Context: an optimization exercise on an open-source flow, tuned for small area and a short achievable clock period. The choices shown serve that exercise and are no tape-out recipe.
RTL that was checked went through simulation tests only; none was proved equivalent to the original.
Power and IR drop assume default switching activity.

==> inputs of run E <==
## mul_pipe
module mul_pipe(
	input [15:0] numA59,
	input [15:0] numB59,
	input clk_59,
	input reset_59,
	output reg [15:0] Acc_result_59
);
make LEC_CHECK=0 CAP_MARGIN=20 CORE_MARGIN=2 CORE_UTILIZATION=60 CTS_BUF_LIST='sky130_fd_sc_hd__clkbuf_4 sky130_fd_sc_hd__clkbuf_8' CTS_CLUSTER_DIAMETER=60 CTS_CLUSTER_SIZE=30 SETUP_SLACK_MARGIN=3.0 SLEW_MARGIN=20 finish   # period 5.0 ns
run.sh (not shown) runs the stock make flow with config.mk's settings and CLKGATE_MAP_FILE= SYNTH_SCRIPT=/design/flow/synth_recipe.tcl, a recipe that flattens the netlist after the stock synthesis.
==> run C: changes against run E <==
--- a/flow/design.v
+++ b/flow/design.v
@@ -233,21 +233,17 @@
 wire s201 = t3[40] ^ t3[41];
 wire c202 = t3[40] & t3[41];
 wire s203 = t3[42] ^ t3[43];
 wire c204 = t3[42] & t3[43];
 wire [16:5] sl3 = {1'b0, c190, c188, c186, c184, c182, c180, c178, c176, c174, c172, t3[2]} + {1'b0, s191, s189, s187, s185, s183, s181, s179, s177, s175, s173, s171};
-wire [21:16] xh3 = {c202, c200, c198, c196, c194, c192};
-wire [21:16] yh3 = {s203, s201, s199, s197, s195, s193};
-wire [21:16] h0 = xh3 + yh3;
-wire [6:0] h1c = {xh3, 1'b1} + {yh3, 1'b1};
-wire [21:16] h1 = h1c[6:1];
-reg [15:10] pl4; reg cs4; reg [21:16] h04, h14; reg z4, s4; reg [4:0] e4;
+reg [15:10] pl4; reg cs4; reg [21:16] xh4, yh4; reg z4, s4; reg [4:0] e4;
 always @(posedge clk_59) begin
 	z4 <= z3; s4 <= s3; e4 <= e3; pl4 <= sl3[15:10]; cs4 <= sl3[16];
-	h04 <= h0; h14 <= h1;
-end
-wire [21:16] ph4 = cs4 ? h14 : h04;
+	xh4 <= {c202, c200, c198, c196, c194, c192}; yh4 <= {s203, s201, s199, s197, s195, s193};
+end
+wire [6:0] ph4c = {xh4, cs4} + {yh4, cs4};
+wire [21:16] ph4 = ph4c[6:1];
 wire [21:10] q4 = {ph4, pl4};
 wire [9:0] m4 = q4[21] ? q4[20:11] : q4[19:10];
 wire [4:0] e4p = e4 + 5'd1;
 wire [4:0] x4 = q4[21] ? e4p : e4;
 always @(posedge clk_59) begin
Settings changed: CORE_UTILIZATION 60 to 40, CTS_BUF_LIST sky130_fd_sc_hd__clkbuf_4 sky130_fd_sc_hd__clkbuf_8 to default, CTS_CLUSTER_DIAMETER 60 to default, CTS_CLUSTER_SIZE 30 to default.
==> comparison <==
In run C the combinational power is lower than in run E, by 11%.
Between run C and run E, the lower hold slack is in run C (gap 0.0040 ns).
Of run C and run E, run C has the higher clock power (gap about 20%, measured against run E).
Run E passed the timing, design-rule and antenna checks. Run C completed without violations.
Against run E, the final area of run C is larger by about 4%.
In run E the area after synthesis is larger than in run C, by about 2.8%.
==> figures <==
Outcome: run C no timing/DRC/antenna violations; run E no timing/DRC/antenna violations
Compound-gate portion of the synthesized area: run C 12.1%; run E 11.2%
Net count after synthesis: run C 691; run E 712
Effective utilization at floorplan: run C 40.9%; run E 61.8%
Number of detailed-route iterations in the first pass: run C 4; run E 5
Cell depth of the worst flop-to-flop path: run C 7; run E 6
Clock Power: run C 1.11 mW; run E 953 uW
Row count: run C 45; run E 37
Period utilization: run C 40.1%; run E 42.1%
Core utilization of the finished layout: run C 53.1%; run E 75.3%
Bufs w/o clock: run C 77; run E 74
Only the layout flow was run in run E; the RTL was not checked for function there.

==> 11-14: inputs <==
mul_pipe, a different RTL version from the one above (not shown whole).
make LEC_CHECK=0 CAP_MARGIN=20 CORE_MARGIN=2 CORE_UTILIZATION=40 SLEW_MARGIN=20 finish   # period 5.0 ns
==> 08-06 (differences from 11-14) <==
--- a/flow/design.v
+++ b/flow/design.v
@@ -232,19 +232,64 @@
 wire c200 = t3[38] & t3[39];
 wire s201 = t3[40] ^ t3[41];
 wire c202 = t3[40] & t3[41];
 wire s203 = t3[42] ^ t3[43];
 wire c204 = t3[42] & t3[43];
-wire [16:5] sl3 = {1'b0, c190, c188, c186, c184, c182, c180, c178, c176, c174, c172, t3[2]} + {1'b0, s191, s189, s187, s185, s183, s181, s179, s177, s175, s173, s171};
-reg [15:10] pl4; reg cs4; reg [21:16] xh4, yh4; reg z4, s4; reg [4:0] e4;
-always @(posedge clk_59) begin
-	z4 <= z3; s4 <= s3; e4 <= e3; pl4 <= sl3[15:10]; cs4 <= sl3[16];
-	xh4 <= {c202, c200, c198, c196, c194, c192}; yh4 <= {s203, s201, s199, s197, s195, s193};
-end
-wire [21:16] ph4 = xh4 + yh4 + cs4;
+wire [14:5] sl3 = {1'b0, c186, c184, c182, c180, c178, c176, c174, c172, t3[2]} + {1'b0, s187, s185, s183, s181, s179, s177, s175, s173, s171};
+wire [21:14] xh3 = {c202, c200, c198, c196, c194, c192, c190, c188};
+wire [21:14] yh3 = {s203, s201, s199, s197, s195, s193, s191, s189};
+reg [13:10] pl4; reg cs4; reg [21:14] g4, p4; reg z4, s4; reg [4:0] e4;
+always @(posedge clk_59) begin
+	z4 <= z3; s4 <= s3; e4 <= e3; pl4 <= sl3[13:10]; cs4 <= sl3[14];
+	g4 <= xh3 & yh3; p4 <= xh3 ^ yh3;
+end
+wire kg0_1 = g4[15] | (p4[15] & g4[14]);
+wire kp0_1 = p4[15] & p4[14];
+wire kg0_2 = g4[16] | (p4[16] & g4[15]);
+wire kp0_2 = p4[16] & p4[15];
+wire kg0_3 = g4[17] | (p4[17] & g4[16]);
+wire kp0_3 = p4[17] & p4[16];
+wire kg0_4 = g4[18] | (p4[18] & g4[17]);
+wire kp0_4 = p4[18] & p4[17];
+wire kg0_5 = g4[19] | (p4[19] & g4[18]);
+wire kp0_5 = p4[19] & p4[18];
+wire kg0_6 = g4[20] | (p4[20] & g4[19]);
+wire kp0_6 = p4[20] & p4[19];
+wire kg0_7 = g4[21] | (p4[21] & g4[20]);
+wire kp0_7 = p4[21] & p4[20];
+wire kg1_2 = kg0_2 | (kp0_2 & g4[14]);
+wire kp1_2 = kp0_2 & p4[14];
+wire kg1_3 = kg0_3 | (kp0_3 & kg0_1);
+wire kp1_3 = kp0_3 & kp0_1;
+wire kg1_4 = kg0_4 | (kp0_4 & kg0_2);
+wire kp1_4 = kp0_4 & kp0_2;
+wire kg1_5 = kg0_5 | (kp0_5 & kg0_3);
+wire kp1_5 = kp0_5 & kp0_3;
+wire kg1_6 = kg0_6 | (kp0_6 & kg0_4);
+wire kp1_6 = kp0_6 & kp0_4;
+wire kg1_7 = kg0_7 | (kp0_7 & kg0_5);
+wire kp1_7 = kp0_7 & kp0_5;
+wire kg2_4 = kg1_4 | (kp1_4 & g4[14]);
+wire kp2_4 = kp1_4 & p4[14];
+wire kg2_5 = kg1_5 | (kp1_5 & kg0_1);
+wire kp2_5 = kp1_5 & kp0_1;
+wire kg2_6 = kg1_6 | (kp1_6 & kg1_2);
+wire kp2_6 = kp1_6 & kp1_2;
+wire kg2_7 = kg1_7 | (kp1_7 & kg1_3);
+wire kp2_7 = kp1_7 & kp1_3;
+wire hc0 = g4[14] | (p4[14] & cs4);
+wire hc1 = kg0_1 | (kp0_1 & cs4);
+wire hc2 = kg1_2 | (kp1_2 & cs4);
+wire hc3 = kg1_3 | (kp1_3 & cs4);
+wire hc4 = kg2_4 | (kp2_4 & cs4);
+wire hc5 = kg2_5 | (kp2_5 & cs4);
+wire hc6 = kg2_6 | (kp2_6 & cs4);
+wire hc7 = kg2_7 | (kp2_7 & cs4);
+wire [21:14] ph4 = {p4[21] ^ hc6, p4[20] ^ hc5, p4[19] ^ hc4, p4[18] ^ hc3, p4[17] ^ hc2, p4[16] ^ hc1, p4[15] ^ hc0, p4[14] ^ cs4};
 wire [21:10] q4 = {ph4, pl4};
 wire [9:0] m4 = q4[21] ? q4[20:11] : q4[19:10];
-wire [4:0] x4 = e4 + {4'd0, q4[21]};
+wire [4:0] e4p = e4 + 5'd1;
+wire [4:0] x4 = q4[21] ? e4p : e4;
 always @(posedge clk_59) begin
 	Acc_result_59 <= z4 ? 16'h0000 : {s4, x4, m4};
 end
 endmodule
==> flow/flow/run.sh (new file) <==
#!/bin/bash
# Standard ORFS layout, with plain buffers (instead of the default delay-style
# buffer) on the input and output ports.
set -euo pipefail
export BUFFER_PORTS_ARGS="-buffer_cell sky130_fd_sc_hd__buf_1"
bash standard.sh synth > synth.log 2>&1
bash standard.sh > layout.log 2>&1
==> flow/standard.sh (new file) <==
#!/bin/bash
# synth_recipe.tcl (not shown) runs the flow's synth.tcl, then flattens the netlist and writes it again
# the make line also repeats each setting of config.mk as NAME=value (left out here)
make -C /OpenROAD-flow-scripts/flow DESIGN_CONFIG=/design/flow/config.mk WORK_HOME=/design/flow/orfs CLKGATE_MAP_FILE= SYNTH_SCRIPT=/design/flow/synth_recipe.tcl "${@:-finish}"
Settings changed: CORE_UTILIZATION 40 to 60, CTS_BUF_LIST from default to sky130_fd_sc_hd__clkbuf_4 sky130_fd_sc_hd__clkbuf_8, CTS_CLUSTER_DIAMETER from default to 60, CTS_CLUSTER_SIZE from default to 30, SETUP_SLACK_MARGIN from default to 3.2.
removed: flow/run.sh
==> 09-05 (differences from 11-14) <==
--- a/flow/design.v
+++ b/flow/design.v
@@ -232,19 +232,64 @@
 wire c200 = t3[38] & t3[39];
 wire s201 = t3[40] ^ t3[41];
 wire c202 = t3[40] & t3[41];
 wire s203 = t3[42] ^ t3[43];
 wire c204 = t3[42] & t3[43];
-wire [16:5] sl3 = {1'b0, c190, c188, c186, c184, c182, c180, c178, c176, c174, c172, t3[2]} + {1'b0, s191, s189, s187, s185, s183, s181, s179, s177, s175, s173, s171};
-reg [15:10] pl4; reg cs4; reg [21:16] xh4, yh4; reg z4, s4; reg [4:0] e4;
-always @(posedge clk_59) begin
-	z4 <= z3; s4 <= s3; e4 <= e3; pl4 <= sl3[15:10]; cs4 <= sl3[16];
-	xh4 <= {c202, c200, c198, c196, c194, c192}; yh4 <= {s203, s201, s199, s197, s195, s193};
-end
-wire [21:16] ph4 = xh4 + yh4 + cs4;
+wire [14:5] sl3 = {1'b0, c186, c184, c182, c180, c178, c176, c174, c172, t3[2]} + {1'b0, s187, s185, s183, s181, s179, s177, s175, s173, s171};
+wire [21:14] xh3 = {c202, c200, c198, c196, c194, c192, c190, c188};
+wire [21:14] yh3 = {s203, s201, s199, s197, s195, s193, s191, s189};
+reg [13:10] pl4; reg cs4; reg [21:14] g4, p4; reg z4, s4; reg [4:0] e4;
+always @(posedge clk_59) begin
+	z4 <= z3; s4 <= s3; e4 <= e3; pl4 <= sl3[13:10]; cs4 <= sl3[14];
+	g4 <= xh3 & yh3; p4 <= xh3 ^ yh3;
+end
+wire kg0_1 = g4[15] | (p4[15] & g4[14]);
+wire kp0_1 = p4[15] & p4[14];
+wire kg0_2 = g4[16] | (p4[16] & g4[15]);
+wire kp0_2 = p4[16] & p4[15];
+wire kg0_3 = g4[17] | (p4[17] & g4[16]);
+wire kp0_3 = p4[17] & p4[16];
+wire kg0_4 = g4[18] | (p4[18] & g4[17]);
+wire kp0_4 = p4[18] & p4[17];
+wire kg0_5 = g4[19] | (p4[19] & g4[18]);
+wire kp0_5 = p4[19] & p4[18];
+wire kg0_6 = g4[20] | (p4[20] & g4[19]);
+wire kp0_6 = p4[20] & p4[19];
+wire kg0_7 = g4[21] | (p4[21] & g4[20]);
+wire kp0_7 = p4[21] & p4[20];
+wire kg1_2 = kg0_2 | (kp0_2 & g4[14]);
+wire kp1_2 = kp0_2 & p4[14];
+wire kg1_3 = kg0_3 | (kp0_3 & kg0_1);
+wire kp1_3 = kp0_3 & kp0_1;
+wire kg1_4 = kg0_4 | (kp0_4 & kg0_2);
+wire kp1_4 = kp0_4 & kp0_2;
+wire kg1_5 = kg0_5 | (kp0_5 & kg0_3);
+wire kp1_5 = kp0_5 & kp0_3;
+wire kg1_6 = kg0_6 | (kp0_6 & kg0_4);
+wire kp1_6 = kp0_6 & kp0_4;
+wire kg1_7 = kg0_7 | (kp0_7 & kg0_5);
+wire kp1_7 = kp0_7 & kp0_5;
+wire kg2_4 = kg1_4 | (kp1_4 & g4[14]);
+wire kp2_4 = kp1_4 & p4[14];
+wire kg2_5 = kg1_5 | (kp1_5 & kg0_1);
+wire kp2_5 = kp1_5 & kp0_1;
+wire kg2_6 = kg1_6 | (kp1_6 & kg1_2);
+wire kp2_6 = kp1_6 & kp1_2;
+wire kg2_7 = kg1_7 | (kp1_7 & kg1_3);
+wire kp2_7 = kp1_7 & kp1_3;
+wire hc0 = g4[14] | (p4[14] & cs4);
+wire hc1 = kg0_1 | (kp0_1 & cs4);
+wire hc2 = kg1_2 | (kp1_2 & cs4);
+wire hc3 = kg1_3 | (kp1_3 & cs4);
+wire hc4 = kg2_4 | (kp2_4 & cs4);
+wire hc5 = kg2_5 | (kp2_5 & cs4);
+wire hc6 = kg2_6 | (kp2_6 & cs4);
+wire hc7 = kg2_7 | (kp2_7 & cs4);
+wire [21:14] ph4 = {p4[21] ^ hc6, p4[20] ^ hc5, p4[19] ^ hc4, p4[18] ^ hc3, p4[17] ^ hc2, p4[16] ^ hc1, p4[15] ^ hc0, p4[14] ^ cs4};
 wire [21:10] q4 = {ph4, pl4};
 wire [9:0] m4 = q4[21] ? q4[20:11] : q4[19:10];
-wire [4:0] x4 = e4 + {4'd0, q4[21]};
+wire [4:0] e4p = e4 + 5'd1;
+wire [4:0] x4 = q4[21] ? e4p : e4;
 always @(posedge clk_59) begin
 	Acc_result_59 <= z4 ? 16'h0000 : {s4, x4, m4};
 end
 endmodule
==> flow/flow/run.sh (new file) <==
#!/bin/bash
# Standard ORFS layout, with plain buffers (instead of the default delay-style
# buffer) on the input and output ports.
set -euo pipefail
export BUFFER_PORTS_ARGS="-buffer_cell sky130_fd_sc_hd__buf_1"
bash standard.sh synth > synth.log 2>&1
bash standard.sh > layout.log 2>&1
==> flow/standard.sh (new file) <==
#!/bin/bash
# synth_recipe.tcl (not shown) runs the flow's synth.tcl, then flattens the netlist and writes it again
# the make line also repeats each setting of config.mk as NAME=value (left out here)
make -C /OpenROAD-flow-scripts/flow DESIGN_CONFIG=/design/flow/config.mk WORK_HOME=/design/flow/orfs CLKGATE_MAP_FILE= SYNTH_SCRIPT=/design/flow/synth_recipe.tcl "${@:-finish}"
Settings changed: CORE_UTILIZATION 40 to 70, CTS_BUF_LIST from default to sky130_fd_sc_hd__clkbuf_4 sky130_fd_sc_hd__clkbuf_8, CTS_CLUSTER_DIAMETER from default to 60, CTS_CLUSTER_SIZE from default to 30, PLACE_DENSITY from default to 0.75, SETUP_SLACK_MARGIN from default to 3.0, TNS_END_PERCENT from default to 0.
removed: flow/run.sh
==> results.yml <==
status:
  outcome: "complete, no violations"
logic_synthesis:
  syn_area_sq_um: 6230
  synth_top_area_share_pct: 40.8
  synthTopCellsByArea: "dfxtp_1 (41%), fa_1 (14%), ha_1 (10%), xnor2_1 (8.4%), a22oi_1 (5.4%)"
cells_and_area:
  multi_input_area_sq_um: 3500
  n_all_inverters: 39
die:
  start_util_pct: 71.8
  core_area_sq_um: 8680
pwr:
  seqPwrFrac_pct: 37.9
-- figures above: 09-05

==> results.yml <==
logic_synthesis:
  synthTopCellsByArea: "dfxtp_1 (41%), fa_1 (14%), ha_1 (10%), xnor2_1 (8.4%), a22oi_1 (5.4%)"
  synth_top_area_share_pct: 41.1
  syn_area_sq_um: 6140
die:
  core_area_sq_um: 15100
  start_util_pct: 40.7
status:
  outcome: "complete, no violations"
cells_and_area:
  sh_seq_area_pct: 34.4
  multi_input_area_sq_um: 3340
pwr:
  seqPwrFrac_pct: 33.1
-- figures above: 11-14

==> results.yml <==
logic_synthesis:
  syn_area_sq_um: 6230
  synth_top_area_share_pct: 40.8
cells_and_area:
  multi_input_area_sq_um: 4130
  n_all_inverters: 39
die:
  start_util_pct: 61.1
  core_area_sq_um: 10200
pwr:
  seqPwrFrac_pct: 35.1
status:
  outcome: "complete, no violations"
-- figures above: 08-06

Function not checked in 11-14: the RTL went through the layout flow alone.

==> afterwards: timing with drivers on the ports <==
Ports are ideal in the flow. The routed layouts listed here were re-timed in OpenROAD.
Step 1 sets driving cells, clkbuf_16 on the clock port and buf_2 on the other inputs (assumed; they add their load-dependent delay and slew).
Step 2 moves the port delays by t, midway between the first and last clock arrival at a register: inputs arrive t later, outputs are due t later. That takes back most of the time a late clock gives input paths.
Slacks: ideal / step 1 / step 2; pairs: ideal / step 1.
| run | t, ns | setup slack, ns | latest minus earliest clock arrival (ns) |
|---|---|---|---|
| run E | 0.469 | 2.897 / 2.897 / 2.632 | 0.009 / 0.009 |
| run C | 0.445 | 2.995 / 2.995 / 2.603 | 0.011 / 0.011 |
| 11-14 | 0.450 | 2.370 / 2.370 / 2.356 | 0.010 / 0.010 |
| 08-06 | 0.459 | 2.952 / 2.952 / 2.807 | 0.011 / 0.011 |
| 09-05 | 0.448 | 2.952 / 2.952 / 2.758 | 0.012 / 0.012 |
After both steps every run listed still meets setup and hold. For run C, which loses most, drivers alone change the setup slack by 0.000 ns; drivers and shift together by -0.392 ns.
